This design comes from an exercise in tuning for small area on the open sky130 flow, not from production work. The RTL was checked by simulation tests, not by an equivalence proof against the original design. Power figures rest on the tool's default switching activity, not on a simulated workload.

==> inputs of try-tundra <==
==> flow/design.v (excerpt) <==
module ekf_est (
    clk,
    n_rst,
    start,
    init,
    mode,
    i_b,
    v_t,
    ready,
    ekf_vrc,
    ekf_soc,
    ekf_done
);
==> flow/config.mk <==
export PLATFORM = sky130hd
export DESIGN_NAME = ekf_est
export DESIGN_NICKNAME = ekf_est
export VERILOG_FILES = /design/flow/design.v
export SDC_FILE = /design/flow/constraint.sdc
export NUM_CORES = 8
export LEC_CHECK = 0
export ABC_AREA = 1
export CAP_MARGIN = 20
export CORE_MARGIN = 2
export CORE_UTILIZATION = 60
export CTS_BUF_LIST = sky130_fd_sc_hd__clkbuf_2 sky130_fd_sc_hd__clkbuf_4 sky130_fd_sc_hd__clkbuf_8
export GPL_TIMING_DRIVEN = 0
export PLACE_DENSITY = 0.7
export SLEW_MARGIN = 20
==> flow/constraint.sdc <==
create_clock -name core_clock -period 20.0 [get_ports {clk}]
set_input_delay 4.0000 -clock core_clock [delete_from_list [all_inputs] [get_ports {clk}]]
set_output_delay 4.0000 -clock core_clock [all_outputs]
set_load 0.01 [all_outputs]
standard.sh (not shown) runs the stock make flow with config.mk's settings and CLKGATE_MAP_FILE= SYNTH_SCRIPT=/design/flow/synth_recipe.tcl, a recipe that flattens the netlist after the stock synthesis.
==> flow/flow/run.sh <==
#!/bin/bash
# The standard layout, with three changes: the port buffers are the smallest
# buffer cell, clock tree synthesis adds no dummy loads and uses larger clusters,
# and after placement sizing the resizer recovers area on paths with slack.
set -euo pipefail
export BUFFER_PORTS_ARGS="-buffer_cell sky130_fd_sc_hd__buf_1"
export CTS_ARGS="-sink_clustering_enable -repair_clock_nets -dont_use_dummy_load -sink_clustering_size 15 -sink_clustering_max_diameter 80 -buf_list {sky130_fd_sc_hd__clkbuf_8}"
export POST_RESIZE_TCL="$PWD/flow/recover.tcl"
bash standard.sh > standard_flow.log 2>&1
==> flow/flow/recover.tcl <==
# After placement sizing: with the large setup slack, let the resizer shrink
# cells on paths that have slack to spare (area recovery).
estimate_parasitics -placement
repair_timing -recover_power 100 -verbose
==> try-maple (differences from try-tundra) <==
==> flow/flow/run.sh (replaced) <==
#!/bin/bash
# The standard layout, with two changes: the port buffers are the smallest
# buffer cell, and clock tree synthesis adds no dummy loads and uses larger clusters.
set -euo pipefail
export BUFFER_PORTS_ARGS="-buffer_cell sky130_fd_sc_hd__buf_1"
export CTS_ARGS="-sink_clustering_enable -repair_clock_nets -dont_use_dummy_load -sink_clustering_size 12 -sink_clustering_max_diameter 70 -buf_list {sky130_fd_sc_hd__clkbuf_4 sky130_fd_sc_hd__clkbuf_8}"
bash standard.sh > standard_flow.log 2>&1
--- a/flow/config.mk
+++ b/flow/config.mk
@@ -12,3 +12,2 @@
 export CTS_BUF_LIST = sky130_fd_sc_hd__clkbuf_2 sky130_fd_sc_hd__clkbuf_4 sky130_fd_sc_hd__clkbuf_8
-export GPL_TIMING_DRIVEN = 0
 export PLACE_DENSITY = 0.7
removed: flow/flow/recover.tcl
==> try-onyx (differences from try-tundra) <==
==> flow/run.sh (new file) <==
#!/bin/bash
# synth_recipe.tcl (not shown) runs the flow's synth.tcl, then flattens the netlist and writes it again
# the make line also repeats each setting of config.mk as NAME=value (left out here)
make -C /OpenROAD-flow-scripts/flow DESIGN_CONFIG=/design/flow/config.mk WORK_HOME=/design/flow/orfs CLKGATE_MAP_FILE= SYNTH_SCRIPT=/design/flow/synth_recipe.tcl finish
--- a/flow/config.mk
+++ b/flow/config.mk
@@ -12,3 +12,2 @@
 export CTS_BUF_LIST = sky130_fd_sc_hd__clkbuf_2 sky130_fd_sc_hd__clkbuf_4 sky130_fd_sc_hd__clkbuf_8
-export GPL_TIMING_DRIVEN = 0
 export PLACE_DENSITY = 0.7
removed: flow/flow/run.sh
removed: flow/flow/recover.tcl
removed: flow/standard.sh
==> notes <==
try-onyx completed with no timing, DRC or antenna violations. try-tundra completed without violations. try-maple finished clean. In area after synthesis, try-maple and try-onyx do not differ. In sequential cell count, try-maple and try-onyx do not differ. Count of clock-buffer cells in the layout: try-tundra < try-maple < try-onyx. Between try-onyx and try-maple, the lower fmax is in try-onyx (gap 3.8%, measured against try-maple). Total power, highest first: try-onyx, try-maple, try-tundra. Of try-maple and try-tundra, try-tundra has the higher global-route usage (gap 0.66 points). Final cell count, highest first: try-onyx, try-tundra, try-maple. In try-tundra the utilization is lower than in try-onyx, by 5.2 points. Via count: try-maple < try-tundra < try-onyx.

==> re-timing with driven ports <==
No port has a modelled driver above. Below, the same layouts with a new extraction and two added sets of constraints.
Step 1 assumes that a clkbuf_16 drives the clock port and a buf_2 every other input.
Step 2 times the ports against the registers' clock, not the clock port: input delays grow and output delays shrink by t, the midpoint of the rising clock arrivals with the driver on.
a / b / c = ideal ports / drivers / drivers and shift; a / b = the first two.
run | t (ns) | setup WS [ns] | hold slack, ns | worst data-port slew with drivers (ns)
try-tundra | 0.643 | 5.151 / 5.151 / 5.151 | 0.327 / 0.327 / 0.327 | 0.04
try-maple | 0.589 | 6.776 / 6.776 / 6.776 | 0.315 / 0.315 / 0.315 | 0.04
try-onyx | 0.641 | 6.260 / 6.260 / 6.260 | 0.318 / 0.318 / 0.318 | 0.04
After both steps every run listed still meets setup and hold.
